From an optimization exercise on the open Yosys and OpenROAD flow, aimed at small area and a short achievable clock period; shortcuts taken in it are not production practice. In this exercise RTL edits were held to simulation tests only and were not proved equivalent to the original. Power figures rest on the tool's default switching activity, not on a simulated workload.

==> design.v <==
module bcd_top (
  input  wire        clk,
  input  wire [15:0] bin_in,
  output reg  [18:0] bcd_out
);
  reg  [15:0] b_q;
  wire [18:0] p;
  binbcd16 u_conv (.B(b_q), .P(p));
  always @(posedge clk) begin
    b_q     <= bin_in;
    bcd_out <= p;
  end
endmodule

module binbcd16(B, P);
  input [15:0] B;
  output [18:0] P;
  wire w1;
  wire w2;
  wire w3;
  wire w4;
  wire w5;
  wire w6;
  wire w7;
  wire w8;
  wire w9;
  wire w10;
  wire w11;
  wire w12;
  wire w13;
  wire w14;
  wire w15;
  wire w16;
  wire w17;
  wire w18;
  wire w19;
  wire w20;
  wire w21;
  wire w22;
  wire w23;
  wire w24;
  wire w25;
  wire w26;
  wire w27;
  wire w28;
  wire w29;
  wire w30;
  wire w31;
  wire w32;
  wire w33;
  wire w34;
  wire w35;
  wire w36;
  wire w37;
  wire w38;
  wire w39;
  wire w40;
  wire w41;
  wire w42;
  wire w43;
  wire w44;
  wire w45;
  wire w46;
  wire w47;
  wire w48;
  wire w49;
  wire w50;
  wire w51;
  wire w52;
  wire w53;
  wire w54;
  wire w55;
  wire w56;
  wire w57;
  wire w58;
  wire w59;
  wire w60;
  wire w61;
  wire w62;
  wire w63;
  wire w64;
  wire w65;
  wire w66;
  wire w67;
  wire w68;
  wire w69;
  wire w70;
  wire w71;
  wire w72;
  wire w73;
  wire w74;
  wire w75;
  wire w76;
  wire w77;
  wire w78;
  wire w79;
  wire w80;
  wire w81;
  wire w82;
  wire w83;
  wire w84;
  wire w85;
  wire w86;
  wire w87;
  wire w88;
  wire w89;
  wire w90;
  wire w91;
  wire w92;
  wire w93;
  wire w94;
  wire w95;
  wire w96;
  wire w97;
  wire w98;
  wire w99;
  wire w100;
  wire w101;
  wire w102;
  wire w103;
  wire w104;
  wire w105;
  wire w106;
  wire w107;
  wire w108;
  wire w109;
  wire w110;
  wire w111;
  wire w112;
  wire w113;
  wire w114;
  wire w115;
  wire w116;
  wire w117;
  wire w118;
  wire w119;
  wire w120;
  wire w121;
  wire w122;
  wire w123;
  wire w124;
  wire w125;
  wire w126;
  wire w127;
  wire w128;
  wire w129;
  wire w130;
  wire w131;
  wire w132;
  wire w133;
  wire w134;
  wire w135;
  wire w136;
  wire w137;
  wire w138;
  wire w139;
  wire w140;
  wire w141;
  wire w142;
  wire w143;
  wire w144;
  wire w145;
  wire w146;
  wire w147;
  wire w148;
  wire w149;
  wire w150;
  wire w151;
  wire w152;
  wire w153;
  wire w154;
  wire w155;
  wire w156;
  wire w157;
  wire w158;
  wire w159;
  wire w160;
  wire w161;
  wire w162;
  wire w163;
  wire w164;
  wire w165;
  wire w166;
  wire w167;
  wire w168;
  wire w169;
  wire w170;
  wire w171;
  wire w172;
  wire w173;
  wire w174;
  wire w175;
  wire w176;
  wire w177;
  wire w178;
  wire w179;
  wire w180;
  wire w181;
  wire w182;
  wire w183;
  wire w184;
  wire w185;
  wire w186;
  wire w187;
  wire w188;
  wire w189;
  wire w190;
  wire w191;
  wire w192;
  wire w193;
  wire w194;
  wire w195;
  wire w196;
  wire w197;
  wire w198;
  wire w199;
  wire w200;
  wire w201;
  wire w202;
  wire w203;
  wire w204;
  wire w205;
  wire w206;
  wire w207;
  wire w208;
  wire w209;
  wire w210;
  wire w211;
  wire w212;
  wire w213;
  wire w214;
  wire w215;
  wire w216;
  wire w217;
  wire w218;
  wire w219;
  wire w220;
  wire w221;
  wire w222;
  wire w223;
  wire w224;
  wire w225;
  wire w226;
  wire w227;
  wire w228;
  wire w229;
  wire w230;
  wire w231;
  wire w232;
  wire w233;
  wire w234;
  wire w235;
  wire w236;
  wire w237;
  wire w238;
  wire w239;
  wire w240;
  wire w241;
  wire w242;
  wire w243;
  wire w244;
  wire w245;
  wire w246;
  wire w247;
  wire w248;
  wire w249;
  wire w250;
  wire w251;
  wire w252;
  wire w253;
  wire w254;
  wire w255;
  wire w256;
  wire w257;
  wire w258;
  wire w259;
  wire w260;
  wire w261;
  wire w262;
  wire w263;
  wire w264;
  wire w265;
  wire w266;
  wire w267;
  wire w268;
  wire w269;
  wire w270;
  wire w271;
  wire w272;
  wire w273;
  wire w274;
  wire w275;
  wire w276;
  wire w277;
  wire w278;
  wire w279;
  wire w280;
  wire w281;
  wire w282;
  wire w283;
  wire w284;
  wire w285;
  assign w1 = B[15] ? 1'b0 : 1'b1;
  assign w2 = B[15] ? 1'b1 : 1'b0;
  assign w3 = B[14] ? 1'b0 : w1;
  assign w4 = B[14] ? w1 : 1'b0;
  assign w5 = B[14] ? 1'b0 : w2;
  assign w6 = B[14] ? w2 : 1'b0;
  assign w7 = B[13] ? w5 : w3;
  assign w8 = B[13] ? w3 : w6;
  assign w9 = B[13] ? w6 : w4;
  assign w10 = B[13] ? w4 : 1'b0;
  assign w11 = B[13] ? 1'b0 : w5;
  assign w12 = w5 & B[13];
  assign w13 = w6 | w12;
  assign w14 = B[12] ? w9 : w7;
  assign w15 = B[12] ? w7 : w10;
  assign w16 = B[12] ? w10 : w8;
  assign w17 = B[12] ? w8 : w11;
  assign w18 = B[12] ? w11 : w9;
  assign w19 = w9 & B[12];
  assign w20 = w10 | w11 | w19;
  assign w21 = w13 ? 1'b0 : 1'b1;
  assign w22 = w13 ? 1'b1 : 1'b0;
  assign w23 = B[11] ? w16 : w14;
  assign w24 = B[11] ? w14 : w17;
  assign w25 = B[11] ? w17 : w15;
  assign w26 = B[11] ? w15 : w18;
  assign w27 = B[11] ? w18 : w16;
  assign w28 = w16 & B[11];
  assign w29 = w17 | w18 | w28;
  assign w30 = w20 ? 1'b0 : w21;
  assign w31 = w20 ? w21 : 1'b0;
  assign w32 = w20 ? 1'b0 : w22;
  assign w33 = w20 ? w22 : 1'b0;
  assign w34 = B[10] ? w25 : w23;
  assign w35 = B[10] ? w23 : w26;
  assign w36 = B[10] ? w26 : w24;
  assign w37 = B[10] ? w24 : w27;
  assign w38 = B[10] ? w27 : w25;
  assign w39 = w25 & B[10];
  assign w40 = w26 | w27 | w39;
  assign w41 = w29 ? w32 : w30;
  assign w42 = w29 ? w30 : w33;
  assign w43 = w29 ? w33 : w31;
  assign w44 = w29 ? w31 : 1'b0;
  assign w45 = w29 ? 1'b0 : w32;
  assign w46 = w32 & w29;
  assign w47 = w33 | w46;
  assign w48 = B[9] ? w36 : w34;
  assign w49 = B[9] ? w34 : w37;
  assign w50 = B[9] ? w37 : w35;
  assign w51 = B[9] ? w35 : w38;
  assign w52 = B[9] ? w38 : w36;
  assign w53 = w36 & B[9];
  assign w54 = w37 | w38 | w53;
  assign w55 = w40 ? w43 : w41;
  assign w56 = w40 ? w41 : w44;
  assign w57 = w40 ? w44 : w42;
  assign w58 = w40 ? w42 : w45;
  assign w59 = w40 ? w45 : w43;
  assign w60 = w43 & w40;
  assign w61 = w44 | w45 | w60;
  assign w62 = w47 ? 1'b0 : 1'b1;
  assign w63 = w47 ? 1'b1 : 1'b0;
  assign w64 = B[8] ? w50 : w48;
  assign w65 = B[8] ? w48 : w51;
  assign w66 = B[8] ? w51 : w49;
  assign w67 = B[8] ? w49 : w52;
  assign w68 = B[8] ? w52 : w50;
  assign w69 = w50 & B[8];
  assign w70 = w51 | w52 | w69;
  assign w71 = w54 ? w57 : w55;
  assign w72 = w54 ? w55 : w58;
  assign w73 = w54 ? w58 : w56;
  assign w74 = w54 ? w56 : w59;
  assign w75 = w54 ? w59 : w57;
  assign w76 = w57 & w54;
  assign w77 = w58 | w59 | w76;
  assign w78 = w61 ? 1'b0 : w62;
  assign w79 = w61 ? w62 : 1'b0;
  assign w80 = w61 ? 1'b0 : w63;
  assign w81 = w61 ? w63 : 1'b0;
  assign w82 = B[7] ? w66 : w64;
  assign w83 = B[7] ? w64 : w67;
  assign w84 = B[7] ? w67 : w65;
  assign w85 = B[7] ? w65 : w68;
  assign w86 = B[7] ? w68 : w66;
  assign w87 = w66 & B[7];
  assign w88 = w67 | w68 | w87;
  assign w89 = w70 ? w73 : w71;
  assign w90 = w70 ? w71 : w74;
  assign w91 = w70 ? w74 : w72;
  assign w92 = w70 ? w72 : w75;
  assign w93 = w70 ? w75 : w73;
  assign w94 = w73 & w70;
  assign w95 = w74 | w75 | w94;
  assign w96 = w77 ? w80 : w78;
  assign w97 = w77 ? w78 : w81;
  assign w98 = w77 ? w81 : w79;
  assign w99 = w77 ? w79 : 1'b0;
  assign w100 = w77 ? 1'b0 : w80;
  assign w101 = w80 & w77;
  assign w102 = w81 | w101;
  assign w103 = B[6] ? w84 : w82;
  assign w104 = B[6] ? w82 : w85;
  assign w105 = B[6] ? w85 : w83;
  assign w106 = B[6] ? w83 : w86;
  assign w107 = B[6] ? w86 : w84;
  assign w108 = w84 & B[6];
  assign w109 = w85 | w86 | w108;
  assign w110 = w88 ? w91 : w89;
  assign w111 = w88 ? w89 : w92;
  assign w112 = w88 ? w92 : w90;
  assign w113 = w88 ? w90 : w93;
  assign w114 = w88 ? w93 : w91;
  assign w115 = w91 & w88;
  assign w116 = w92 | w93 | w115;
  assign w117 = w95 ? w98 : w96;
  assign w118 = w95 ? w96 : w99;
  assign w119 = w95 ? w99 : w97;
  assign w120 = w95 ? w97 : w100;
  assign w121 = w95 ? w100 : w98;
  assign w122 = w98 & w95;
  assign w123 = w99 | w100 | w122;
  assign w124 = w102 ? 1'b0 : 1'b1;
  assign w125 = w102 ? 1'b1 : 1'b0;
  assign w126 = B[5] ? w105 : w103;
  assign w127 = B[5] ? w103 : w106;
  assign w128 = B[5] ? w106 : w104;
  assign w129 = B[5] ? w104 : w107;
  assign w130 = B[5] ? w107 : w105;
  assign w131 = w105 & B[5];
  assign w132 = w106 | w107 | w131;
  assign w133 = w109 ? w112 : w110;
  assign w134 = w109 ? w110 : w113;
  assign w135 = w109 ? w113 : w111;
  assign w136 = w109 ? w111 : w114;
  assign w137 = w109 ? w114 : w112;
  assign w138 = w112 & w109;
  assign w139 = w113 | w114 | w138;
  assign w140 = w116 ? w119 : w117;
  assign w141 = w116 ? w117 : w120;
  assign w142 = w116 ? w120 : w118;
  assign w143 = w116 ? w118 : w121;
  assign w144 = w116 ? w121 : w119;
  assign w145 = w119 & w116;
  assign w146 = w120 | w121 | w145;
  assign w147 = w123 ? 1'b0 : w124;
  assign w148 = w123 ? w124 : 1'b0;
  assign w149 = w123 ? 1'b0 : w125;
  assign w150 = w123 ? w125 : 1'b0;
  assign w151 = B[4] ? w128 : w126;
  assign w152 = B[4] ? w126 : w129;
  assign w153 = B[4] ? w129 : w127;
  assign w154 = B[4] ? w127 : w130;
  assign w155 = B[4] ? w130 : w128;
  assign w156 = w128 & B[4];
  assign w157 = w129 | w130 | w156;
  assign w158 = w132 ? w135 : w133;
  assign w159 = w132 ? w133 : w136;
  assign w160 = w132 ? w136 : w134;
  assign w161 = w132 ? w134 : w137;
  assign w162 = w132 ? w137 : w135;
  assign w163 = w135 & w132;
  assign w164 = w136 | w137 | w163;
  assign w165 = w139 ? w142 : w140;
  assign w166 = w139 ? w140 : w143;
  assign w167 = w139 ? w143 : w141;
  assign w168 = w139 ? w141 : w144;
  assign w169 = w139 ? w144 : w142;
  assign w170 = w142 & w139;
  assign w171 = w143 | w144 | w170;
  assign w172 = w146 ? w149 : w147;
  assign w173 = w146 ? w147 : w150;
  assign w174 = w146 ? w150 : w148;
  assign w175 = w146 ? w148 : 1'b0;
  assign w176 = w146 ? 1'b0 : w149;
  assign w177 = w149 & w146;
  assign w178 = w150 | w177;
  assign w179 = B[3] ? w153 : w151;
  assign w180 = B[3] ? w151 : w154;
  assign w181 = B[3] ? w154 : w152;
  assign w182 = B[3] ? w152 : w155;
  assign w183 = B[3] ? w155 : w153;
  assign w184 = w153 & B[3];
  assign w185 = w154 | w155 | w184;
  assign w186 = w157 ? w160 : w158;
  assign w187 = w157 ? w158 : w161;
  assign w188 = w157 ? w161 : w159;
  assign w189 = w157 ? w159 : w162;
  assign w190 = w157 ? w162 : w160;
  assign w191 = w160 & w157;
  assign w192 = w161 | w162 | w191;
  assign w193 = w164 ? w167 : w165;
  assign w194 = w164 ? w165 : w168;
  assign w195 = w164 ? w168 : w166;
  assign w196 = w164 ? w166 : w169;
  assign w197 = w164 ? w169 : w167;
  assign w198 = w167 & w164;
  assign w199 = w168 | w169 | w198;
  assign w200 = w171 ? w174 : w172;
  assign w201 = w171 ? w172 : w175;
  assign w202 = w171 ? w175 : w173;
  assign w203 = w171 ? w173 : w176;
  assign w204 = w171 ? w176 : w174;
  assign w205 = w174 & w171;
  assign w206 = w175 | w176 | w205;
  assign w207 = w178 ? 1'b0 : 1'b1;
  assign w208 = w178 ? 1'b1 : 1'b0;
  assign w209 = B[2] ? w181 : w179;
  assign w210 = B[2] ? w179 : w182;
  assign w211 = B[2] ? w182 : w180;
  assign w212 = B[2] ? w180 : w183;
  assign w213 = B[2] ? w183 : w181;
  assign w214 = w181 & B[2];
  assign w215 = w182 | w183 | w214;
  assign w216 = w185 ? w188 : w186;
  assign w217 = w185 ? w186 : w189;
  assign w218 = w185 ? w189 : w187;
  assign w219 = w185 ? w187 : w190;
  assign w220 = w185 ? w190 : w188;
  assign w221 = w188 & w185;
  assign w222 = w189 | w190 | w221;
  assign w223 = w192 ? w195 : w193;
  assign w224 = w192 ? w193 : w196;
  assign w225 = w192 ? w196 : w194;
  assign w226 = w192 ? w194 : w197;
  assign w227 = w192 ? w197 : w195;
  assign w228 = w195 & w192;
  assign w229 = w196 | w197 | w228;
  assign w230 = w199 ? w202 : w200;
  assign w231 = w199 ? w200 : w203;
  assign w232 = w199 ? w203 : w201;
  assign w233 = w199 ? w201 : w204;
  assign w234 = w199 ? w204 : w202;
  assign w235 = w202 & w199;
  assign w236 = w203 | w204 | w235;
  assign w237 = w206 ? 1'b0 : w207;
  assign w238 = w206 ? w207 : 1'b0;
  assign w239 = w206 ? 1'b0 : w208;
  assign w240 = w206 ? w208 : 1'b0;
  assign w241 = B[1] ? w211 : w209;
  assign w242 = B[1] ? w209 : w212;
  assign w243 = B[1] ? w212 : w210;
  assign w244 = B[1] ? w210 : w213;
  assign w245 = B[1] ? w213 : w211;
  assign w246 = w211 & B[1];
  assign w247 = w212 | w213 | w246;
  assign w248 = w215 ? w218 : w216;
  assign w249 = w215 ? w216 : w219;
  assign w250 = w215 ? w219 : w217;
  assign w251 = w215 ? w217 : w220;
  assign w252 = w215 ? w220 : w218;
  assign w253 = w218 & w215;
  assign w254 = w219 | w220 | w253;
  assign w255 = w222 ? w225 : w223;
  assign w256 = w222 ? w223 : w226;
  assign w257 = w222 ? w226 : w224;
  assign w258 = w222 ? w224 : w227;
  assign w259 = w222 ? w227 : w225;
  assign w260 = w225 & w222;
  assign w261 = w226 | w227 | w260;
  assign w262 = w229 ? w232 : w230;
  assign w263 = w229 ? w230 : w233;
  assign w264 = w229 ? w233 : w231;
  assign w265 = w229 ? w231 : w234;
  assign w266 = w229 ? w234 : w232;
  assign w267 = w232 & w229;
  assign w268 = w233 | w234 | w267;
  assign w269 = w236 ? w239 : w237;
  assign w270 = w236 ? w237 : w240;
  assign w271 = w236 ? w240 : w238;
  assign w272 = w236 ? w238 : 1'b0;
  assign w273 = w236 ? 1'b0 : w239;
  assign w274 = w239 & w236;
  assign w275 = w240 | w274;
  assign w276 = w242 | w244;
  assign w277 = w243 | w244;
  assign w278 = w249 | w251;
  assign w279 = w250 | w251;
  assign w280 = w256 | w258;
  assign w281 = w257 | w258;
  assign w282 = w263 | w265;
  assign w283 = w264 | w265;
  assign w284 = w270 | w272;
  assign w285 = w271 | w272;
  assign P = {w285, w284, w268, w266, w283, w282, w261, w259, w281, w280, w254, w252, w279, w278, w247, w245, w277, w276, B[0]};
endmodule
==> flow/run.sh <==
#!/bin/bash
# Own layout flow: the standard ORFS flow, with these changes:
#  - synthesis maps the logic with flow/abc_area.script (area-oriented ABC
#    mapping) instead of ORFS's; everything else in synthesis is synth_recipe.tcl
#  - no half/full-adder extraction before ABC (ADDER_MAP_FILE empty)
#  - every port gets a $PORTBUF buffer
#  - placement/CTS/route timing repair aims at a setup margin of $MARGIN ns
set -uo pipefail
HERE=$(pwd)
source flow/params.sh
# scripts folder = ORFS scripts with our ABC script in place of abc_area.script
mkdir -p scripts_ovr
for f in "$FLOW_HOME"/scripts/*; do ln -sf "$f" scripts_ovr/; done
rm -f scripts_ovr/abc_area.script
cp flow/abc_area.script scripts_ovr/abc_area.script
{ echo "set ::env(SCRIPTS_DIR) $HERE/scripts_ovr"; cat synth_recipe.tcl; } > my_synth.tcl
bash standard.sh SYNTH_SCRIPT=$HERE/my_synth.tcl ADDER_MAP_FILE= ABC_AREA=1 ABC_CLOCK_PERIOD_IN_PS=$ABC_D synth > synth.log 2>&1 || { tail -50 synth.log; exit 1; }
bash standard.sh SETUP_SLACK_MARGIN=$MARGIN "BUFFER_PORTS_ARGS=-buffer_cell $PORTBUF" $EXTRA finish > finish.log 2>&1 || { tail -50 finish.log; exit 1; }
==> flow/abc_area.script <==
strash
dch
map -a
topo
stime -c
buffer -c
upsize -c
dnsize -c
==> flow/params.sh <==
ABC_D=4000
MARGIN=0
EXTRA=""
PORTBUF=sky130_fd_sc_hd__buf_1
==> standard.sh <==
#!/bin/bash
# synth_recipe.tcl (not shown) runs the flow's synth.tcl, then flattens the netlist and writes it again
# the make line also repeats each setting of config.mk as NAME=value (left out here)
make -C /OpenROAD-flow-scripts/flow DESIGN_CONFIG=/design/flow/config.mk WORK_HOME=/design/flow/orfs CLKGATE_MAP_FILE= SYNTH_SCRIPT=/design/flow/synth_recipe.tcl "${@:-finish}"
==> config.mk <==
export PLATFORM = sky130hd
export DESIGN_NAME = bcd_top
export DESIGN_NICKNAME = bcd_top
export VERILOG_FILES = /design/flow/design.v
export SDC_FILE = /design/flow/constraint.sdc
export NUM_CORES = 4
export LEC_CHECK = 0
export CAP_MARGIN = 20
export CORE_MARGIN = 2
export CORE_UTILIZATION = 65
export PLACE_DENSITY = 0.75
export SLEW_MARGIN = 20
==> constraint.sdc <==
create_clock -name core_clock -period 12.0 [get_ports {clk}]
set_input_delay 2.4000 -clock core_clock [delete_from_list [all_inputs] [get_ports {clk}]]
set_output_delay 2.4000 -clock core_clock [all_outputs]
set_load 0.01 [all_outputs]
==> run_results.csv, run 1 <==
group,metric,value,unit
outcome,status,"finished clean",
placed_design,port_buffers,35,
route,drt_iter0_markers,139,
floorplan,fp.coreArea,0.00444,mm²
final_layout,fin_util,74.5,%
clock_network,cts_root_buf,"clkbuf_8",
critical_path,start_kind,"register",
critical_path,worstSetupPathType,"reg -> reg",
route,first_pass_iters,4,
clock_network,cts_resized,0,
grt,grt_max_degree,12,
placed_design,pre_cts_ws,7950,ps
timing,fin_skew,11.9,ps
synthesis,yosysTopAreaCell,"dfxtp_1",
clock_network,cts_max_level,2,
synthesis,netlist_instances,493,
power,p_leak,1.60,nW
timing,worst_pin_slew,499,ps
synthesis,synth_edf_count,0,
power,vdd_ir_drop_max,0.000197,V
route,via_count,3072,
floorplan,ios,36,
synthesis,synth_cell_types,39,
timing,fmax,243,MHz
timing,worst_hold_slack,346,ps
final_layout,n_antenna_cell,0,
timing,setup_tns,0,ps
clock_network,cts_buffers,5,
grt,track_usage,25.7,%
clock_network,post_cts_buffers,0,
synthesis,syn_nets,510,
placed_design,dp.cells,579,
grt,grt_pass1_vias,2805,
clock_network,tritoncts,"built",
floorplan,die-area,0.00524,mm²
timing,maxSlewViolCount,0,
critical_path,worstPathRequired,12160,ps
clock_network,clockBufferDepth,2,
critical_path,critPathArrivalTime,4270,ps
grt,grt_pass1_wl,11100,µm
timing,min_period_over_period,34.3,%
timing,setup_violations,0,
final_layout,fin_nets,551,
power,p_per_area,214,mW/mm²
synthesis,synth_area,0.00304,mm²
synthesis,ys_seq_elements,35,
job,max-cap-violations,0,
grt,antenna_found_initial,0,
synthesis,synthTopCellsByArea,"dfxtp_1 23%, nand2_1 16%, nor2_1 8.2%",
timing,hold_viol_final,0,
hold_path,worstHoldPathType,"reg -> reg",
timing,setup_ws,7890,ps
synthesis,ys_async_sr_fraction,0,%
synthesis,yosysMostFrequentCell,"nand2_1",
route,wl_per_cell,10.5,µm
timing,rsz0062_at_grt,"false",
final_layout,drive_gt1_share,19.1,%
route,totalWireLength,6130,µm
clock_network,clock_latency,300,ps
clock_network,cts_sinks,35,
synthesis,yosys_warnings,1,
synthesis,synth.yosys.seq_area_share,23.1,%
route,postRouteAntennaNets,0,
clock_network,ctsHoldBuffers,0,
route,avgViaCountPerCell,5.24,
critical_path,crit_path_end_kind,"register",
final_layout,areaGrowthSynthToFinish,8.97,%
route,drc,0,
synthesis,synth.avg_cell_area,6.16,µm²
synthesis,synth_top_area_share,23.1,%
synthesis,synth.top_cells.by_count,"132 x nand2_1, 66 x nor2_1, 42 x inv_1",
placed_design,gp_congestion,0.889,
timing,max_slew_margin,66.5,%
floorplan,die_h,72.4,µm
critical_path,path_max_fanout,11,
clock_network,clkTransAtPathRegs,80,ps
timing,finalCriticalPeriod,4110,ps
placed_design,dp_hpwl,4940,µm
floorplan,die_w,72.4,µm
synthesis,synthFlopType,"dfxtp_1",
grt,overflow,0,
final_layout,final_cells,586,
floorplan,rows,24,
floorplan,start_util,68.4,%
[sequential cells by signal, summed over array words and instances, names as in the netlist]
register,flops
bcd_out,19
b_q,16
[cell usage in the layout (no fill, tap or decap), drive strengths merged]
cell     synthesis  layout
nand2          140     140
nor2            88      88
o21ai           78      78
inv             71      71
dfxtp           35      35
buf              1      35
a21oi           22      22
mux2i           10      10
o211ai           9       9
nand3            8       8
or2              8       8
a31oi            8       8
nor3             7       7
clkbuf           0       6
clkinv           1       2
a21boi           1       1
a22oi            1       1
and2             1       1
o21bai           1       1
o21a             1       1
mux2             1       1
o2111ai          1       1
[worst paths after layout]
kind	slack [ps]	from	endpoint	cells after the start
max	7890	b_q[13]	bcd_out[13]	27
min	350	b_q[0]	bcd_out[0]	0
max reg2reg	7890	b_q[13]	bcd_out[13]	27
min reg2reg	350	b_q[0]	bcd_out[0]	0
[report_power, final]
part	total, mW	switching, mW	internal, mW	leakage [nW]
logic	0.462	0.299	0.163	1.26
clock network	0.0879	0.0429	0.0450	0.0470
registers	0.158	0.00926	0.148	0.295
[through the flow]
| step | power [mW] | instance area, µm² |
|---|---|---|
| global route | 0.781 | 3310 |
| floorplan | 0.539 | 3040 |
| CTS | 0.709 | 3310 |
| global placement | 0.603 | 3220 |
| detailed placement | 0.618 | 3220 |
| finish | 0.707 | 3310 |
[cells by family after synthesis]
family	synth area share [%]
AND/OR/NAND/NOR	38.2
flip-flops	23.1
buffers and inverters	9.39
AO/OA/AOI/OAI	25.7
multiplexers	3.66
[routing by layer]
metal	vias to the layer above	wire, µm	global-route usage [%]
met5	-	0	0
met4	0	89	8.23
met3	10	215	5.83
met2	49	2930	45.6
met1	1336	2900	30.8
li1	1677	-	-
[worst max-delay path: stages (launching register included)]
cell and delay, ps:
dfxtp_1 410, inv_2 90, o21ai_2 160, nand2_1 80, o21ai_2 80, nand2_1 80, o21ai_2 80, nor2_1 60
a31oi_1 280, nand2_1 110, o21ai_2 100, nand2_1 120, a22oi_1 220, nand2_2 130, inv_2 140, nand2_1 100
o21ai_2 80, nand2_1 80, nor2_2 400, nor2_1 110, a31oi_2 200, o21a_2 170, inv_2 40, or2_4 240
nor2_8 130, nor2_1 60, nor2_1 120, o211ai_1 120
[layout make-up]
type | instances | area [µm²]
Tap cell | 52 | 65.1
Multi-Input combinational cell | 385 | 2050
Inverter | 72 | 274
Clock buffer | 6 | 82.6
Timing Repair Buffer | 35 | 131
Sequential cell | 35 | 701
Clock inverter | 1 | 5.00
Fill cell | 403 | 1130
==> run 2, diff against run 1 <==
==> flow/abc_area.script (replaced) <==
strash
dch
map -D 3000
topo
stime -c
buffer -c
upsize -c
dnsize -c
==> run 2 against run 1 <==
Still clean on timing, DRC and antenna. Final cell count decreased by 4.8%. Die area decreased by 7.5%. Non-clock buffer count unchanged. Count of clock-buffer cells in the layout unchanged. Final area decreased by 5.9%. Register-to-register slack improved by 230 ps. Critical endpoint unchanged. Largest cell class unchanged. Highest routed layer unchanged.
==> run_results.csv, run 2 <==
group,metric,value,unit
outcome,status,"finished clean",
grt,grt-busiest-layer,"met2",
final_layout,largest_reg_flops,19,
synthesis,synth.yosys.seq_area_share,25.0,%
timing,max_slew_margin,73.3,%
clock_network,ctsHoldBuffers,0,
grt,grt_pass1_wl,10400,µm
floorplan,die_w,69.6,µm
route,drc,0,
grt,grt_max_degree,12,
final_layout,fin_nets,524,
timing,setup_violations,0,
clock_network,cts_sinks,35,
synthesis,ys_async_sr_fraction,0,%
final_layout,top_register,"bcd_out",
clock_network,cts_max_level,2,
timing,setup_tns,0,ps
power,power,687,µW
floorplan,ios,36,
synthesis,synthFlopType,"dfxtp_1",
route,postRouteAntennaNets,0,
hold_path,worstHoldPathType,"reg -> reg",
critical_path,r2r_start,"b_q[12]",
grt,overflow,0,
timing,fin_skew,7.48,ps
power,p_per_area,221,mW/mm²
floorplan,die-area,0.00484,mm²
critical_path,critical-path-slowest-cell,"dfxtp_1",
synthesis,ys_seq_elements,35,
power,p_leak,1.45,nW
route,drt_iter0_markers,137,
critical_path,startpoint,"b_q[12]",
timing,min_period_over_period,32.4,%
critical_path,crit_path_end_kind,"register",
critical_path,worstSetupPathType,"reg -> reg",
grt,track_usage,25.4,%
critical_path,endpoint,"bcd_out[13]",
timing,worst_pin_slew,398,ps
critical_path,cp_cell_sequence,"mux2i_4 > nand2_1 > o21ai_2 > inv_2 > nand2_1 > o21ai_1 > o21ai_1 > nand2_1 > o21ai_2 > inv_1 > o21ai_1 > mux2i_1 > and2_1 > nor2_2 > inv_2 > o21ai_1 > nand2_1 > nor2_2 > nor2_1 > nor2_4 > nor2_1 > a21oi_1 > o211ai_1",
critical_path,start_kind,"register",
synthesis,synth_cell_types,32,
final_layout,n_antenna_cell,0,
power,vdd_ir_drop_max,0.000205,V
grt,antenna_found_initial,0,
floorplan,die_h,69.6,µm
timing,finalCriticalPeriod,3890,ps
final_layout,drive_gt1_share,11.4,%
synthesis,synth_area,0.00280,mm²
final_layout,final_cell_mix,"145 x nand2_1, 50 x o21ai_1, 48 x nor2_1",
synthesis,yosysTopAreaCell,"dfxtp_1",
grt,grt_pass1_vias,2672,
floorplan,start_util,68.9,%
synthesis,netlist_instances,467,
timing,hold_viol_final,0,
job,max-cap-violations,0,
route,avgViaCountPerCell,5.26,
synthesis,synthTopCellsByArea,"dfxtp_1 25%, nand2_1 19%, o21ai_1 8.9%",
timing,rsz0062_at_grt,"false",
grt,met1_usage,31.1,%
final_layout,final_cells,558,
clock_network,post_cts_buffers,0,
final_layout,postLayoutCellArea,0.00312,mm²
route,via_count,2933,
placed_design,gp_congestion,0.844,
final_layout,layout_top_registers,"bcd_out (19), b_q (16)",
synthesis,synth.avg_cell_area,5.99,µm²
synthesis,synth.top_cells.by_count,"145 x nand2_1, 50 x o21ai_1, 48 x nor2_1",
critical_path,reg2reg_slack,8110,ps
final_layout,layout_commonest_cell,"nand2_1",
route,first_pass_iters,4,
clock_network,tritoncts,"built",
final_layout,areaGrowthSynthToFinish,11.4,%
clock_network,clock_latency,290,ps
clock_network,clockBufferDepth,2,
critical_path,critPathArrivalTime,4060,ps
synthesis,synth_top_area_share,25.0,%
placed_design,place_area,0.00298,mm²
placed_design,dp_hpwl,4540,µm
grt,use_met2,43.8,%
clock_network,cts_buffers,5,
synthesis,yosys_warnings,1,
placed_design,dp.cells,550,
floorplan,rows,23,
placed_design,port_buffers,35,
route,wl_per_cell,10.2,µm
critical_path,path_max_fanout,9,
clock_network,cts_resized,0,
critical_path,r2r_end,"bcd_out[13]",
synthesis,yosysMostFrequentCell,"nand2_1",
clock_network,clkTransAtPathRegs,80,ps
route,totalWireLength,5710,µm
critical_path,worstPathRequired,12180,ps
floorplan,fp.coreArea,0.00406,mm²
critical_path,reg2regPathDepth,23,
timing,maxSlewViolCount,0,
clock_network,cts_root_buf,"clkbuf_8",
grt,met3_usage,5.96,%
synthesis,syn_nets,484,
synthesis,synth_edf_count,0,
timing,fmax,257,MHz
critical_path,cpPeakStageDelay,570,ps
## run 2: layer usage
| layer | share of wire (%) | vias up |
|---|---|---|
| li1 | - | 1619 |
| met1 | 49 | 1267 |
| met2 | 46 | 42 |
| met3 | 3.5 | 5 |
| met4 | 1.0 | 0 |
| met5 | 0 | - |
## run 2: cell type report
type / instances / area [µm²]
fillers: 333 / 942
repair buffers: 35 / 131
multi-input cells: 377 / 1890
clock inverters: 2 / 60.1
well taps: 50 / 62.6
clock buffers: 6 / 72.6
flip-flops and latches: 35 / 701
inverters: 53 / 199
## run 2: worst min path at each step
stage	from	end	slack, ps	cells after the start
after floorplan	b_q[0]	bcd_out[0]	310	0
after global placement	b_q[0]	bcd_out[0]	310	0
after detailed placement	b_q[0]	bcd_out[0]	330	0
after CTS	b_q[0]	bcd_out[0]	350	0
after global routing	b_q[0]	bcd_out[0]	360	0
final	b_q[0]	bcd_out[0]	350	0
## run 2: kinds of logic after synthesis
logic type	Yosys count	share of synthesized area [%]
AOI/OAI and AO/OA	136	28.0
muxes	7	2.95
buffers and inverters	55	7.42
and+or+nand+nor	234	36.6
DFF	35	25.0
## run 2: power breakdown
part | switching, mW | internal (mW)
sequential | 0.00992 | 0.149
clock | 0.0455 | 0.0831
combinational | 0.261 | 0.139
## run 2: critical path: cells and delay by family, from the launching register on
kind                   cells  cell delay (ps)
AND/OR/NAND/NOR           10             1380
buffers and inverters      3              210
flip-flops                 1              570
multiplexers               2              470
AO/OA/AOI/OAI              8             1150
## run 2: through the flow
stage               worst slack (ps)  hold slack, ps  util [%]
floorplan                       8650             310         -
CTS                             8140             355      76.8
global route                    7520             364      76.8
global placement                8260             310      73.5
detailed placement              8190             334      73.5
finish                          8110             353      76.8
==> run 3, diff against run 2 <==
==> flow/params.sh (replaced) <==
ABC_D=4000
MARGIN=8.2
EXTRA=""
PORTBUF=sky130_fd_sc_hd__buf_1
--- a/config.mk
+++ b/config.mk
@@ -9,4 +9,4 @@
 export CORE_MARGIN = 2
-export CORE_UTILIZATION = 65
-export PLACE_DENSITY = 0.75
+export CORE_UTILIZATION = 55
+export PLACE_DENSITY = 0.7
 export SLEW_MARGIN = 20
==> run 3 against run 2 <==
First-iteration DRC count shrank 17%. Utilization grew 1.3 points. Sequential cell count is the same. Combinational power grew 38%. Global-route usage shrank 3.5 points. Register-to-register slack gained 50 ps. Count of clock-buffer cells in the layout is the same. Critical endpoint unchanged.
==> run_results.csv, run 3 <==
group,metric,value,unit
synthesis,synth.yosys.seq_area_share,25.0,%
synthesis,syn_nets,484,
placed_design,place_area,0.00300,mm²
final_layout,final_cells,600,
timing,fmax,261,MHz
critical_path,critical-path-slowest-cell,"dfxtp_4",
final_layout,n_antenna_cell,0,
grt,overflow,0,
clock_network,cts_sinks,35,
placed_design,dp_hpwl,4560,µm
grt,grt_pass1_vias,2551,
timing,finalCriticalPeriod,3830,ps
power,power,824,µW
synthesis,synth.top_cells.by_count,"145 x nand2_1, 50 x o21ai_1, 48 x nor2_1",
floorplan,ios,36,
final_layout,layout_top_registers,"bcd_out (19), b_q (16)",
critical_path,worstSetupPathType,"reg -> reg",
route,totalWireLength,7500,µm
floorplan,die_h,75.3,µm
synthesis,ys_async_sr_fraction,0,%
timing,rsz0062_at_grt,"true",
timing,worst_hold_slack,334,ps
power,p_leak,1.65,nW
route,drc,0,
hold_path,whs_path_depth,0,
clock_network,tritoncts,"built",
critical_path,worstPathRequired,12170,ps
route,avgViaCountPerCell,5.43,
route,via_count,3257,
synthesis,yosys_warnings,1,
synthesis,synthTopCellsByArea,"dfxtp_1 25%, nand2_1 19%, o21ai_1 8.9%",
clock_network,cts_max_level,2,
final_layout,areaGrowthSynthToFinish,34.4,%
timing,worst_pin_slew,409,ps
placed_design,gp_congestion,0.860,
timing,fin_skew,20.0,ps
critical_path,path_max_fanout,10,
grt,grt_max_degree,12,
final_layout,final_cell_mix,"130 x nand2_1, 44 x o21ai_2, 40 x inv_1",
floorplan,die-area,0.00567,mm²
final_layout,layout_commonest_cell,"nand2_1",
critical_path,cpPeakStageDelay,380,ps
synthesis,synthFlopType,"dfxtp_1",
critical_path,critPathArrivalTime,4010,ps
floorplan,fp.coreArea,0.00482,mm²
final_layout,fin_nets,549,
placed_design,port_buffers,35,
synthesis,ys_seq_elements,35,
clock_network,clkTransAtPathRegs,90,ps
grt,track_usage,22.0,%
final_layout,largest_reg_flops,19,
clock_network,cts_root_buf,"clkbuf_8",
timing,setup_tns,0,ps
placed_design,dp.cells,567,
floorplan,rows,25,
final_layout,postLayoutCellArea,0.00376,mm²
power,p_per_area,219,mW/mm²
floorplan,start_util,58.1,%
job,max-cap-violations,0,
timing,setup_violations,0,
timing,maxSlewViolCount,0,
final_layout,nFillCells,376,
outcome,status,"finished clean",
route,wl_per_cell,12.5,µm
clock_network,ctsHoldBuffers,0,
route,first_pass_iters,5,
floorplan,die_w,75.3,µm
grt,antenna_found_initial,0,
synthesis,yosysMostFrequentCell,"nand2_1",
critical_path,crit_path_end_kind,"register",
synthesis,synth_area,0.00280,mm²
timing,hold_viol_final,0,
synthesis,synth_edf_count,0,
synthesis,netlist_instances,467,
route,drt_iter0_markers,114,
hold_path,worstHoldPathType,"reg -> reg",
clock_network,clock_latency,300,ps
synthesis,synth.avg_cell_area,5.99,µm²
power,vdd_ir_drop_max,0.000203,V
grt,grt_pass1_wl,10000,µm
route,postRouteAntennaNets,0,
clock_network,clockBufferDepth,2,
synthesis,synth_top_area_share,25.0,%
critical_path,start_kind,"register",
clock_network,cts_buffers,5,
critical_path,reg2regPathDepth,28,
synthesis,synth_cell_types,32,
timing,max_slew_margin,72.5,%
critical_path,critPathMostFrequentCell,"nand2_1",
final_layout,drive_gt1_share,31.5,%
timing,min_period_over_period,31.9,%
final_layout,top_register,"bcd_out",
synthesis,yosysTopAreaCell,"dfxtp_1",
run 3: cell counts after synthesis:
No cell type changed its count.
run 3: worst paths after layout:
check           from           to  slack, ps
max          b_q[15]  bcd_out[13]       8170
max reg2reg  b_q[15]  bcd_out[13]       8170
min           b_q[0]   bcd_out[0]        330
min reg2reg   b_q[0]   bcd_out[0]        330
run 3: cells by family after synthesis:
family,Yosys count,share of synthesized area (%)
compound gates,136,28.0
flops,35,25.0
simple gates,234,36.6
buf+inv,55,7.42
mux,7,2.95
run 3: layout make-up:
class	count	area, µm²	area share [%]
inverters	53	219	5.82
clock inverters	2	35.0	0.932
clock buffers	6	82.6	2.20
well taps	67	83.8	2.23
flip-flops and latches	35	713	19.0
repair buffers	56	302	8.02
multi-input cells	381	2320	61.8
run 3: power breakdown:
part / internal [mW] / total (mW) / switching [mW]
Clock: 0.0673 / 0.114 / 0.0466
Combinational: 0.206 / 0.550 / 0.344
Sequential: 0.149 / 0.160 / 0.0107
run 3: stage by stage:
step                setup WS [ps]  util [%]
floorplan                    8650         -
global placement             8240      62.4
detailed placement           8190      62.4
CTS                          8200      65.1
global route                 7930      78.1
finish                       8170      78.1
run 3: repair_timing:
item                       in CTS  in global routing
setup endpoints to repair       1                 18
resized for setup               5                117
setup buffers                   0                 21
hold endpoints to repair        0                  0
pin swaps                       0                 41
cloned                          0                  4
run 3: critical path, delay by kind of cell, from the launching register on:
| kind | cells | cell delay (ps) |
|---|---|---|
| compound gates | 10 | 990 |
| flops | 1 | 380 |
| buf+inv | 3 | 250 |
| mux | 1 | 150 |
| simple gates | 14 | 1920 |
run 3: routing by layer:
metal  global-route usage, %  wire length (µm)  vias to the layer above
met5                       0                 0                        -
met3                    5.16               264                       22
met4                    4.09               160                        0
met1                    28.2              3170                     1476
met2                    38.1              3910                       72
li1                        -                 -                     1687
==> run 4, diff against run 3 <==
==> flow/params.sh (replaced) <==
ABC_D=4000
MARGIN=8.6
EXTRA=""
PORTBUF=sky130_fd_sc_hd__buf_1
==> run 4 against run 3 <==
Highest routed layer unchanged. Worst hold slack gained 1.7 ps. Via count grew 11%. Final cell count grew 2.8%. Register-to-register slack lost 270 ps.
==> run_results.csv, run 4 <==
group,metric,value,unit
outcome,status,"finished clean",
placed_design,gp_congestion,0.860,
synthesis,yosysMostFrequentCell,"nand2_1",
timing,fmax,244,MHz
clock_network,cts_sinks,35,
grt,grt_max_degree,12,
grt,overflow,0,
route,drc,0,
critical_path,r2r_end,"bcd_out[13]",
synthesis,synth_area,0.00280,mm²
clock_network,clock_latency,310,ps
synthesis,synthTopCellsByArea,"dfxtp_1 25%, nand2_1 19%, o21ai_1 8.9%",
job,max-cap-violations,0,
power,power,1.03,mW
synthesis,netlist_instances,467,
critical_path,startpoint,"b_q[14]",
final_layout,top_register,"bcd_out",
floorplan,start_util,58.1,%
critical_path,critical-path-slowest-cell,"dfxtp_4",
grt,grt_pass1_vias,2968,
floorplan,fp.coreArea,0.00482,mm²
clock_network,clkTransAtPathRegs,90,ps
synthesis,ys_async_sr_fraction,0,%
timing,hold_viol_final,0,
timing,finalCriticalPeriod,4100,ps
critical_path,critPathArrivalTime,4310,ps
clock_network,ctsHoldBuffers,0,
critical_path,r2r_start,"b_q[14]",
synthesis,synth_edf_count,0,
synthesis,yosysTopAreaCell,"dfxtp_1",
placed_design,port_buffers,35,
hold_path,worstHoldPathType,"reg -> reg",
synthesis,syn_nets,484,
critical_path,crit_path_end_kind,"register",
power,vdd_ir_drop_max,0.000247,V
final_layout,largest_reg_flops,19,
critical_path,start_kind,"register",
route,first_pass_iters,5,
floorplan,die-area,0.00567,mm²
final_layout,layout_top_registers,"bcd_out (19), b_q (16)",
power,p_per_area,250,mW/mm²
grt,antenna_found_initial,0,
clock_network,cts_buffers,5,
critical_path,worstSetupPathType,"reg -> reg",
grt,grt_pass1_wl,12000,µm
final_layout,fin_util,85.7,%
critical_path,reg2regPathDepth,29,
final_layout,fin_nets,566,
placed_design,place_area,0.00300,mm²
floorplan,die_w,75.3,µm
synthesis,synth_cell_types,32,
placed_design,pre_cts_ws,8190,ps
timing,worst_pin_slew,591,ps
synthesis,synthFlopType,"dfxtp_1",
hold_path,whs_path_depth,0,
route,wl_per_cell,15.6,µm
route,wl_met3,620,µm
placed_design,dp_hpwl,4560,µm
synthesis,ys_seq_elements,35,
timing,setup_tns,0,ps
critical_path,path_max_fanout,7,
timing,setup_ws,7900,ps
clock_network,tritoncts,"built",
final_layout,final_cell_mix,"129 x nand2_1, 46 x o21ai_2, 36 x inv_1",
power,p_leak,1.80,nW
grt,track_usage,26.8,%
hold_path,min_from,"b_q[0]",
route,totalWireLength,9640,µm
final_layout,layout_commonest_cell,"nand2_1",
synthesis,synth.avg_cell_area,5.99,µm²
clock_network,cts_root_buf,"clkbuf_8",
timing,rsz0062_at_grt,"true",
hold_path,hold_path_end,"bcd_out[0]",
floorplan,die_h,75.3,µm
timing,max_slew_margin,60.3,%
critical_path,cpPeakStageDelay,400,ps
route,routed-wl-met2,4870,µm
route,wl_met1,3780,µm
synthesis,yosys_warnings,1,
timing,fin_skew,23.2,ps
route,top_layer,"met4",
floorplan,rows,25,
synthesis,synth_top_area_share,25.0,%
final_layout,areaGrowthSynthToFinish,47.5,%
route,avgViaCountPerCell,5.85,
timing,min_period_over_period,34.2,%
final_layout,drive_gt1_share,38.4,%
final_layout,postLayoutCellArea,0.00413,mm²
clock_network,cts_max_level,2,
floorplan,ios,36,
synthesis,synth.yosys.seq_area_share,25.0,%
final_layout,n_antenna_cell,0,
timing,setup_violations,0,
clock_network,clockBufferDepth,2,
route,via_count,3607,
critical_path,worstPathRequired,12210,ps
timing,maxSlewViolCount,0,
route,postRouteAntennaNets,0,
critical_path,reg2reg_slack,7900,ps
route,drt_iter0_markers,243,
synthesis,synth.top_cells.by_count,"145 x nand2_1, 50 x o21ai_1, 48 x nor2_1",
final_layout,nFillCells,288,
## run 4: cell counts after synthesis
No cell type changed its count.
## run 4: worst max path at each step
stage,end,cells past startpoint
3_5_place_dp,bcd_out[13],26
3_3_place_gp,bcd_out[13],23
4_1_cts,bcd_out[13],30
6_report,bcd_out[13],29
5_1_grt,bcd_out[13],30
2_1_floorplan,bcd_out[13],27
## run 4: power by group
part           internal [mW]  total [mW]  switching (mW)
Clock                 0.0673       0.116          0.0482
Sequential             0.149       0.162          0.0123
Combinational          0.302       0.756           0.454
## run 4: per-layer routing
layer / vias to the layer above / global-route usage (%)
li1: 1722 / -
met3: 54 / 5.82
met2: 177 / 48.9
met4: 0 / 7.60
met5: - / 0
met1: 1654 / 31.4
## run 4: cell families after synthesis
family | Yosys count | share of synthesized area [%]
AND/OR/NAND/NOR | 234 | 36.6
AO/OA/AOI/OAI | 136 | 28.0
flip-flops | 35 | 25.0
buffers and inverters | 55 | 7.42
multiplexers | 7 | 2.95
## run 4: area by class of cell
| class | instances | area, µm² | area share, % |
|---|---|---|---|
| clock buffers | 6 | 82.6 | 2.00 |
| clock inverters | 2 | 35.0 | 0.849 |
| inverters | 53 | 221 | 5.37 |
| multi-input cells | 379 | 2510 | 60.8 |
| flip-flops and latches | 35 | 713 | 17.3 |
| well taps | 67 | 83.8 | 2.03 |
| repair buffers | 75 | 480 | 11.6 |
## run 4: critical path, delay by kind of cell, from the launching register on
kind	cells	cell delay (ps)
AND/OR/NAND/NOR	14	1970
buffers and inverters	6	740
flip-flops	1	400
AO/OA/AOI/OAI	8	700
multiplexers	1	180
## run 4: per-stage QoR
stage,instances,hold WS [ps]
4_1_cts,598,339
3_3_place_gp,567,310
5_1_grt,617,346
3_5_place_dp,567,323
2_1_floorplan,467,310
6_report,617,335
## run 4: what timing repair did
action / 4_1_cts / 5_1_grt
gates resized for setup: 112 / 86
setup buffers: 22 / 18
cloned: 1 / 1
setup endpoints to repair: 16 / 18
hold endpoints to repair: 0 / 0
pin swaps: 38 / 45
==> run 5, diff against run 4 <==
==> flow/params.sh (replaced) <==
ABC_D=4000
MARGIN=0
EXTRA=""
PORTBUF=sky130_fd_sc_hd__buf_1
--- a/config.mk
+++ b/config.mk
@@ -9,4 +9,6 @@
 export CORE_MARGIN = 2
-export CORE_UTILIZATION = 55
-export PLACE_DENSITY = 0.7
+export CORE_UTILIZATION = 65
+export CTS_BUF_LIST = sky130_fd_sc_hd__clkbuf_4
+export CTS_CLUSTER_SIZE = 40
+export PLACE_DENSITY = 0.75
 export SLEW_MARGIN = 20
==> run 5 against run 4 <==
Register-to-register slack improved by 220 ps. Synthesized area did not move. First-iteration DRC count fell by 46%. Count of clock-buffer cells in the layout did not move. Global-route usage fell by 1.5 points. Highest routed layer unchanged.
==> run_results.csv, run 5 <==
group,metric,value,unit
outcome,status,"finished clean",
synthesis,ys_seq_elements,35,
timing,worst_pin_slew,400,ps
synthesis,synth_top_area_share,25.0,%
synthesis,synth_edf_count,0,
critical_path,cp_cell_sequence,"inv_2 > o21ai_0 > o21ai_2 > o21ai_1 > nand2_1 > nand3_1 > inv_1 > nor2_1 > a21oi_1 > o21ai_1 > nand2_1 > o21ai_1 > and2_1 > a21oi_1 > o21ai_0 > nand2_1 > o21ai_0 > nand2_1 > o21ai_1 > o21a_1 > nor2_2 > o21ai_0 > or2_1 > o2111ai_1",
placed_design,dp.cells,550,
floorplan,rows,23,
final_layout,layout_commonest_cell,"nand2_1",
synthesis,yosysTopAreaCell,"dfxtp_1",
critical_path,endpoint,"bcd_out[9]",
job,max-cap-violations,0,
critical_path,start_kind,"register",
critical_path,critPathArrivalTime,4110,ps
route,via_count,2926,
clock_network,post_cts_buffers,0,
route,drt_iter0_markers,132,
final_layout,n_antenna_cell,0,
route,postRouteAntennaNets,0,
critical_path,crit_path_end_kind,"register",
critical_path,worstSetupPathType,"reg -> reg",
power,p_sw,313,µW
clock_network,cts_resized,0,
floorplan,die_w,69.6,µm
power,switching_share,46.9,%
final_layout,final_cells,558,
floorplan,die-area,0.00484,mm²
final_layout,multi_input_area,0.00189,mm²
synthesis,synthTopCellsByArea,"dfxtp_1 25%, nand2_1 19%, o21ai_1 8.9%",
floorplan,start_util,68.9,%
power,vdd_ir_drop_max,0.000205,V
final_layout,top_register,"bcd_out",
route,wl_per_cell,10.2,µm
clock_network,tritoncts,"built",
timing,fmax,257,MHz
hold_path,worstHoldPathType,"reg -> reg",
placed_design,place_area,0.00298,mm²
timing,fin_skew,8.74,ps
final_layout,seqCellArea,701,µm²
grt,antenna_found_initial,0,
clock_network,clkTransAtPathRegs,120,ps
power,power,669,µW
critical_path,worstPathRequired,12230,ps
final_layout,layout_top_registers,"bcd_out (19), b_q (16)",
power,p_leak,1.44,nW
power,p_clk_share,16.5,%
timing,setup_violations,0,
route,drc,0,
floorplan,die_h,69.6,µm
clock_network,cts_root_buf,"clkbuf_4",
critical_path,startpoint,"b_q[14]",
final_layout,fin_util,76.1,%
critical_path,reg2regPathDepth,24,
synthesis,synth_area,0.00280,mm²
synthesis,synth.top_cells.by_count,"145 x nand2_1, 50 x o21ai_1, 48 x nor2_1",
final_layout,largest_reg_flops,19,
placed_design,dp_hpwl,4540,µm
clock_network,cts_sinks,35,
power,p_per_area,217,mW/mm²
critical_path,critical-path-slowest-cell,"dfxtp_1",
synthesis,synth_cell_types,32,
timing,setup_ws,8120,ps
timing,min_period_over_period,32.4,%
clock_network,cts_max_level,2,
power,p_comb_share,59.7,%
synthesis,yosys_warnings,1,
power,internal_power,355,µW
route,totalWireLength,5670,µm
timing,setup_tns,0,ps
synthesis,synthFlopType,"dfxtp_1",
clock_network,clock_latency,350,ps
synthesis,syn_nets,484,
grt,overflow,0,
synthesis,netlist_instances,467,
synthesis,synth.avg_cell_area,5.99,µm²
clock_network,ctsHoldBuffers,0,
critical_path,reg2reg_slack,8120,ps
critical_path,r2r_start,"b_q[14]",
final_layout,drive_gt1_share,11.6,%
floorplan,ios,36,
synthesis,yosysMostFrequentCell,"nand2_1",
grt,grt_pass1_vias,2637,
critical_path,r2r_end,"bcd_out[9]",
final_layout,areaGrowthSynthToFinish,10.4,%
timing,hold_viol_final,0,
grt,grt_max_degree,12,
timing,finalCriticalPeriod,3880,ps
synthesis,ys_async_sr_fraction,0,%
route,avgViaCountPerCell,5.24,
route,first_pass_iters,4,
final_layout,postLayoutCellArea,0.00309,mm²
final_layout,final_cell_mix,"145 x nand2_1, 50 x o21ai_1, 48 x nor2_1",
final_layout,nFillCells,338,
clock_network,cts_buffers,5,
timing,maxSlewViolCount,0,
placed_design,port_buffers,35,
placed_design,pre_cts_ws,8190,ps
power,power_frac_seq,23.8,%
placed_design,gp_congestion,0.844,
timing,rsz0062_at_grt,"false",
clock_network,clockBufferDepth,2,
floorplan,fp.coreArea,0.00406,mm²
critical_path,cpPeakStageDelay,450,ps
synthesis,synth.yosys.seq_area_share,25.0,%
timing,max_slew_margin,73.1,%
timing,worst_hold_slack,365,ps
grt,grt_pass1_wl,10400,µm
critical_path,path_max_fanout,6,
final_layout,fin_nets,524,
grt,track_usage,25.3,%
-- run 5: per-layer routing --
layer,up-vias,wire [µm],GRT usage [%]
li1,1620,-,-
met1,1252,2780,31.3
met2,49,2600,43.5
met3,5,223,5.38
met4,0,57,8.50
met5,-,0,0
-- run 5: final cells by class --
type                            instances  share of cell area, %
Multi-Input combinational cell        377                   61.2
Sequential cell                        35                   22.7
Inverter                               53                   6.44
Timing Repair Buffer                   35                   4.25
Tap cell                               50                   2.03
Clock inverter                          2                   1.94
Clock buffer                            6                   1.46
-- run 5: power by group through the flow --
stage	registers [mW]	logic [mW]	clock network, mW
floorplan	0.175	0.308	0
global placement	0.161	0.387	0
detailed placement	0.162	0.395	0
CTS	0.160	0.397	0.112
global route	0.163	0.460	0.118
finish	0.159	0.399	0.110
-- run 5: worst max-delay path: cells and delay by family (launching register included) --
| kind | cells | cell delay (ps) |
|---|---|---|
| buffers and inverters | 2 | 140 |
| and+or+nand+nor | 9 | 1120 |
| DFF | 1 | 450 |
| AOI/OAI and AO/OA | 13 | 2050 |
-- run 5: worst min path at each step --
| stage | depth (start not counted) | slack [ps] | startpoint | to |
|---|---|---|---|---|
| 3_3_place_gp | 0 | 310 | b_q[0] | bcd_out[0] |
| 3_5_place_dp | 0 | 330 | b_q[0] | bcd_out[0] |
| 6_report | 0 | 370 | b_q[0] | bcd_out[0] |
| 4_1_cts | 0 | 360 | b_q[0] | bcd_out[0] |
| 5_1_grt | 0 | 380 | b_q[0] | bcd_out[0] |
| 2_1_floorplan | 0 | 310 | b_q[0] | bcd_out[0] |
-- run 5: cells by family (layout without fill, tap and decap cells) --
kind of cell           after synthesis  count (layout)  share of synthesized area [%]
flip-flops                          35              35                           25.0
multiplexers                         7               7                           2.95
AO/OA/AOI/OAI                      136             136                           28.0
buffers and inverters               55              96                           7.42
AND/OR/NAND/NOR                    234             234                           36.6
==> run 6, diff against run 5 <==
==> flow/abc_area.script (replaced) <==
strash
dc2
dch
map -D 2300
topo
stime -c
buffer -c
upsize -c
dnsize -c
==> run 6 against run 5 <==
Final cell count rose by 1.3%. Sequential cell count unchanged. Sequential power about the same. Largest cell class unchanged.
==> run_results.csv, run 6 <==
group,metric,value,unit
synthesis,yosysTopAreaCell,"dfxtp_1",
synthesis,synthTopCellsByArea,"dfxtp_1 23%, nand2_1 22%, o21ai_2 10%",
timing,maxSlewViolCount,0,
final_layout,drive_gt1_share,18.9,%
final_layout,areaGrowthSynthToFinish,7.80,%
hold_path,worstHoldPathType,"reg -> reg",
timing,worst_pin_slew,422,ps
final_layout,largest_reg_flops,19,
floorplan,die_w,72.5,µm
synthesis,yosysMostFrequentCell,"nand2_1",
synthesis,synth.avg_cell_area,6.45,µm²
timing,worst_hold_slack,341,ps
floorplan,rows,24,
synthesis,netlist_instances,472,
job,max-cap-violations,0,
grt,grt_pass1_wl,11100,µm
critical_path,start_kind,"register",
synthesis,synth.yosys.seq_area_share,23.0,%
timing,max_slew_margin,71.6,%
final_layout,fin_nets,529,
final_layout,final_cell_mix,"175 x nand2_1, 36 x o21ai_1, 35 x o21ai_2, 35 x dfxtp_1, 35 x buf_1",
synthesis,synth_top_area_share,23.0,%
route,totalWireLength,6370,µm
critical_path,crit_path_end_kind,"register",
hold_path,min_from,"b_q[0]",
clock_network,clockBufferDepth,2,
clock_network,clkTransAtPathRegs,110,ps
critical_path,cp_cell_sequence,"nand3_1 > o21ai_1 > nand2_1 > o21ai_2 > nand2_2 > nand2_1 > nand2_1 > o21ai_2 > nand2_1 > o21ai_2 > nand2_1 > nand3_4 > inv_2 > o21ai_2 > o21ai_2 > a211oi_4 > nand2_1 > a22oi_2 > nor2_1 > nand2_1 > o211ai_1",
placed_design,dp.cells,557,
hold_path,hold_path_end,"bcd_out[0]",
final_layout,n_antenna_cell,0,
final_layout,final_cells,565,
clock_network,cts_resized,0,
timing,rsz0062_at_grt,"false",
critical_path,r2r_end,"bcd_out[14]",
synthesis,synthFlopType,"dfxtp_1",
power,vdd_ir_drop_max,0.000107,V
critical_path,critical-path-slowest-cell,"dfxtp_1",
placed_design,dp_hpwl,5110,µm
synthesis,synth_area,0.00305,mm²
critical_path,reg2reg_slack,8460,ps
timing,min_period_over_period,29.5,%
synthesis,synth.top_cells.by_count,"175 x nand2_1, 36 x o21ai_1, 35 x dfxtp_1, 35 x o21ai_2, 25 x inv_1",
synthesis,ys_async_sr_fraction,0,%
clock_network,cts_sinks,35,
critical_path,worstPathBufferInverterCount,1,
route,drc,0,
synthesis,yosys_warnings,1,
power,p_per_area,213,mW/mm²
power,p_leak,1.48,nW
final_layout,layout_commonest_cell,"nand2_1",
grt,grt_pass1_vias,2731,
route,via_count,3099,
floorplan,die-area,0.00525,mm²
final_layout,layout_top_registers,"bcd_out (19), b_q (16)",
clock_network,clock_latency,350,ps
timing,setup_tns,0,ps
timing,fmax,282,MHz
floorplan,ios,36,
critical_path,path_max_fanout,8,
power,power,698,µW
synthesis,synth_edf_count,0,
clock_network,cts_root_buf,"clkbuf_4",
clock_network,ctsHoldBuffers,0,
route,first_pass_iters,5,
route,avgViaCountPerCell,5.48,
final_layout,top_register,"bcd_out",
clock_network,cts_max_level,2,
synthesis,syn_nets,489,
timing,setup_violations,0,
timing,fin_skew,11.5,ps
clock_network,post_cts_buffers,0,
critical_path,critPathMostFrequentCell,"nand2_1",
timing,finalCriticalPeriod,3540,ps
grt,antenna_found_initial,0,
final_layout,nFillCells,384,
critical_path,cpPeakStageDelay,500,ps
clock_network,tritoncts,"built",
route,postRouteAntennaNets,0,
synthesis,synth_cell_types,40,
timing,hold_viol_final,0,
route,wl_per_cell,11.3,µm
critical_path,cp_top_family,"compound AO/OA/AOI/OAI gates",
grt,grt_max_degree,12,
synthesis,ys_seq_elements,35,
critical_path,r2r_start,"b_q[13]",
floorplan,fp.coreArea,0.00444,mm²
critical_path,worstPathRequired,12240,ps
route,drt_iter0_markers,164,
floorplan,die_h,72.5,µm
critical_path,reg2regPathDepth,21,
hold_path,whs_path_depth,0,
clock_network,cts_buffers,5,
placed_design,gp_congestion,0.877,
outcome,status,"finished clean",
floorplan,start_util,68.6,%
critical_path,worstSetupPathType,"reg -> reg",
critical_path,critPathArrivalTime,3780,ps
grt,overflow,0,
grt,track_usage,25.9,%
final_layout,fin_util,73.9,%
placed_design,port_buffers,35,
## run 6: cell count changes after synthesis, moves of 8 or more
cell / before / now
nand2_1: 145 / 175
a21oi_1: 18 / 9
o21a_1: 2 / 12
o21ai_2: 12 / 35
inv_1: 41 / 25
o21ai_1: 50 / 36
o21ai_0: 36 / 21
nor2_1: 48 / 22
nand3_2: 3 / 11
## run 6: layout make-up
class | count | area (µm²) | share of cell area [%]
clock buffer | 6 | 45.0 | 1.37
clock inverter | 2 | 12.5 | 0.381
inverter | 41 | 154 | 4.69
multi-input combinational | 394 | 2180 | 66.2
sequential | 35 | 701 | 21.3
tap | 52 | 65.1 | 1.98
timing repair buffer | 35 | 131 | 4.00
## run 6: logic make-up after synthesis
kind of cell	count (synthesis)	share of synthesized area [%]
simple gates	249	38.0
compound gates	143	32.6
buf+inv	43	5.59
flops	35	23.0
mux	2	0.780
## run 6: metal layers
metal	track usage, %	share of wire [%]
met1	32.8	47
met2	46.1	48
met3	3.89	3.6
met4	6.38	0.99
met5	0	0
## run 6: power by group
part           switching, mW  internal (mW)  leakage, nW
Sequential            0.0107          0.150        0.295
Combinational          0.303          0.169         1.15
Clock                 0.0412         0.0248       0.0317
## run 6: per-stage QoR
stage	instance area (µm²)	setup slack, ps
after floorplan	3050	8990
after global placement	3230	8650
after detailed placement	3230	8550
after CTS	3280	8510
after global routing	3280	8100
final	3280	8460
## run 6: worst max path at each step
stage | startpoint | endpoint | slack (ps) | cells after the start
floorplan | b_q[13] | bcd_out[13] | 8990 | 25
global placement | b_q[15] | bcd_out[14] | 8650 | 23
detailed placement | b_q[13] | bcd_out[14] | 8550 | 21
CTS | b_q[13] | bcd_out[14] | 8510 | 21
global route | b_q[14] | bcd_out[11] | 8100 | 25
finish | b_q[13] | bcd_out[14] | 8460 | 21
==> run 7, diff against run 6 <==
==> flow/abc_area.script (replaced) <==
strash
dc2
dch
map -D 2600
topo
stime -c
buffer -c
upsize -c
dnsize -c
==> run 7 against run 6 <==
Combinational power fell by 13%. Global-route usage down 2.3 points. Final area fell by 7.5%. Sequential power about the same. Final cell count fell by 1.9%. Worst hold slack worse by 1.1 ps. Routed wire length down 15%. Synthesized area fell by 8.2%. Synthesized cell count decreased by 2.1%. Critical path type unchanged. Count of clock-buffer cells in the layout down 1. First-iteration DRC count is 20% lower. Via count fell by 7.9%.
==> run_results.csv, run 7 <==
group,metric,value,unit
outcome,status,"finished clean",
route,via_count,2855,
final_layout,drive_gt1_share,12.1,%
power,internal_power,311,µW
final_layout,fin_nets,521,
job,max-cap-violations,0,
final_layout,areaGrowthSynthToFinish,8.59,%
placed_design,place_area,0.00299,mm²
route,wl_per_cell,9.77,µm
timing,hold_viol_final,0,
clock_network,cts_sinks,35,
grt,grt_max_degree,11,
final_layout,top_register,"bcd_out",
grt,track_usage,23.5,%
final_layout,layout_top_registers,"bcd_out (19), b_q (16)",
synthesis,synth_area,0.00280,mm²
route,totalWireLength,5410,µm
final_layout,largest_reg_flops,19,
power,switching_share,50.5,%
clock_network,cts_resized,0,
synthesis,synth_top_area_share,25.1,%
final_layout,n_antenna_cell,0,
synthesis,synth_cell_types,34,
timing,worst_pin_slew,382,ps
grt,overflow,0,
route,drc,0,
timing,max_slew_margin,74.3,%
critical_path,worstPathBufferInverterCount,4,
clock_network,cts_max_level,2,
hold_path,worstHoldPathType,"reg -> reg",
critical_path,worstPathRequired,12270,ps
clock_network,clkTransAtPathRegs,110,ps
synthesis,synth.avg_cell_area,6.05,µm²
placed_design,port_buffers,35,
critical_path,critical-path-slowest-cell,"dfxtp_1",
clock_network,cts_buffers,5,
route,postRouteAntennaNets,0,
critical_path,critPathArrivalTime,3970,ps
synthesis,synthFlopType,"dfxtp_1",
synthesis,ys_seq_elements,35,
critical_path,worstSetupPathType,"reg -> reg",
critical_path,start_kind,"register",
synthesis,synthTopCellsByArea,"dfxtp_1 25%, nand2_1 20%, o21ai_0 7.2%",
critical_path,path_max_fanout,10,
grt,grt_pass1_wl,9610,µm
power,power_frac_seq,25.2,%
synthesis,yosysTopAreaCell,"dfxtp_1",
clock_network,cts_root_buf,"clkbuf_4",
timing,fmax,270,MHz
floorplan,die_h,69.6,µm
timing,finalCriticalPeriod,3710,ps
floorplan,ios,36,
final_layout,layout_commonest_cell,"nand2_1",
timing,setup_tns,0,ps
critical_path,critPathMostFrequentCell,"nand2_1",
power,p_per_area,207,mW/mm²
final_layout,nFillCells,364,
timing,rsz0062_at_grt,"false",
power,p_sw,318,µW
route,drt_iter0_markers,132,
synthesis,ys_async_sr_fraction,0,%
power,p_comb_share,65.5,%
placed_design,dp.cells,547,
power,p_clk_share,9.3,%
grt,antenna_found_initial,0,
timing,fin_skew,19.4,ps
timing,maxSlewViolCount,0,
critical_path,cp_top_family,"compound AO/OA/AOI/OAI gates",
final_layout,postLayoutCellArea,0.00304,mm²
timing,min_period_over_period,30.9,%
clock_network,tritoncts,"built",
power,p_leak,1.43,nW
critical_path,cpPeakStageDelay,390,ps
floorplan,start_util,68.9,%
synthesis,netlist_instances,462,
floorplan,die-area,0.00484,mm²
synthesis,yosys_warnings,1,
final_layout,multi_input_area,0.00189,mm²
synthesis,yosysMostFrequentCell,"nand2_1",
synthesis,syn_nets,479,
placed_design,gp_congestion,0.935,
critical_path,crit_path_end_kind,"register",
route,avgViaCountPerCell,5.15,
floorplan,die_w,69.6,µm
timing,setup_violations,0,
floorplan,rows,23,
clock_network,ctsHoldBuffers,0,
final_layout,seqCellArea,701,µm²
synthesis,synth.top_cells.by_count,"151 x nand2_1, 47 x inv_1, 40 x o21ai_0",
grt,grt_pass1_vias,2497,
synthesis,synth_edf_count,0,
synthesis,synth.yosys.seq_area_share,25.1,%
power,vdd_ir_drop_max,0.000106,V
clock_network,post_cts_buffers,0,
clock_network,clock_latency,350,ps
floorplan,fp.coreArea,0.00406,mm²
final_layout,final_cells,554,
clock_network,clockBufferDepth,2,
placed_design,dp_hpwl,4440,µm
final_layout,final_cell_mix,"151 x nand2_1, 47 x inv_1, 40 x o21ai_0",
route,first_pass_iters,5,
==> run 7: cell count changes in the layout (fill, tap and decap cells not counted), moves of 4 or more <==
cell | before | now
o211ai_1 | 11 | 2
nand3_4 | 5 | 1
o21ai_0 | 21 | 40
o21ai_2 | 35 | 22
nor2_1 | 22 | 35
nand2_1 | 175 | 151
inv_1 | 25 | 47
o21a_1 | 12 | 8
a21oi_1 | 9 | 21
inv_2 | 16 | 8
nand2_2 | 7 | 3
==> run 7: final cells by class <==
class / instances / area share, %
Sequential cell: 35 / 23.1
Inverter: 55 / 6.80
Clock inverter: 2 / 0.288
Multi-Input combinational cell: 372 / 62.2
Tap cell: 50 / 2.06
Clock buffer: 5 / 1.24
Timing Repair Buffer: 35 / 4.33
==> run 7: per-stage QoR <==
stage                     hold WS [ps]  utilization, %  total power [mW]  worst slack [ps]
final                              340            74.8             0.629              8290
after global routing               359            74.8             0.699              7760
after CTS                          348            74.8             0.631              8300
after detailed placement           314            73.7             0.571              8350
after global placement             310            73.7             0.561              8390
after floorplan                    310               -             0.495              8810
==> run 7: final timing paths <==
path / end / slack, ps / cells past startpoint / start
setup / recovery: bcd_out[10] / 8290 / 26 / b_q[15]
hold / removal: bcd_out[0] / 340 / 0 / b_q[0]
setup reg to reg: bcd_out[10] / 8290 / 26 / b_q[15]
hold reg to reg: bcd_out[0] / 340 / 0 / b_q[0]
==> run 7: metal layers <==
layer	wire [µm]	track usage, %	up-vias
li1	-	-	1630
met1	2760	30.7	1159
met2	2340	38.4	55
met3	214	4.80	11
met4	97	8.71	0
met5	0	0	-
==> run 7: kinds of logic after synthesis <==
family | Yosys count | share of synthesized area [%]
and+or+nand+nor | 227 | 35.5
AOI/OAI and AO/OA | 143 | 31.3
muxes | 2 | 0.716
DFF | 35 | 25.1
buffers and inverters | 55 | 7.38
==> run 7: worst reg2reg max path, delay by kind of cell (launching register included) <==
family,cells,cell delay (ps)
and+or+nand+nor,12,1290
AOI/OAI and AO/OA,10,1600
DFF,1,390
buffers and inverters,4,350
==> run 7: power groups by stage <==
stage	sequential, mW	combinational (mW)	clock (mW)
2_1_floorplan	0.175	0.320	0
3_3_place_gp	0.160	0.401	0
3_5_place_dp	0.161	0.410	0
4_1_cts	0.158	0.411	0.0611
5_1_grt	0.161	0.473	0.0649
6_report	0.158	0.412	0.0585

## port drivers added, routing unchanged
Ports are ideal in the flow. The routed layouts listed here were re-timed in OpenROAD. Step 1: set_driving_cell puts a clkbuf_16 on clk and a buf_2 on each other input, an assumption about the parent block. Step 2 also shifts input and output timing later by t, the mid clock arrival at the registers, as if the neighbouring blocks saw the same clock. Slacks: no drivers / after step 1 / after step 2; pairs: no drivers / after step 1.
| run | shift t [ns] | slack for setup (ns) | worst setup path at the end | slew at the worst register clock pin (ns) | worst slew at a driven data input, ns |
|---|---|---|---|---|---|
| run 1 | 0.320 | 7.886 / 7.886 / 7.886 | register to register | 0.08 / 0.08 | 0.03 |
| run 2 | 0.315 | 8.113 / 8.113 / 8.113 | register to register | 0.08 / 0.08 | 0.03 |
| run 3 | 0.324 | 8.167 / 8.167 / 8.167 | register to register | 0.09 / 0.09 | 0.03 |
| run 4 | 0.324 | 7.900 / 7.900 / 7.900 | register to register | 0.09 / 0.09 | 0.03 |
| run 5 | 0.370 | 8.116 / 8.116 / 8.116 | register to register | 0.12 / 0.12 | 0.03 |
| run 6 | 0.367 | 8.457 / 8.457 / 8.457 | register to register | 0.11 / 0.11 | 0.03 |
| run 7 | 0.363 | 8.295 / 8.295 / 8.295 | register to register | 0.11 / 0.11 | 0.03 |
After both steps setup and hold are still met in every run listed.
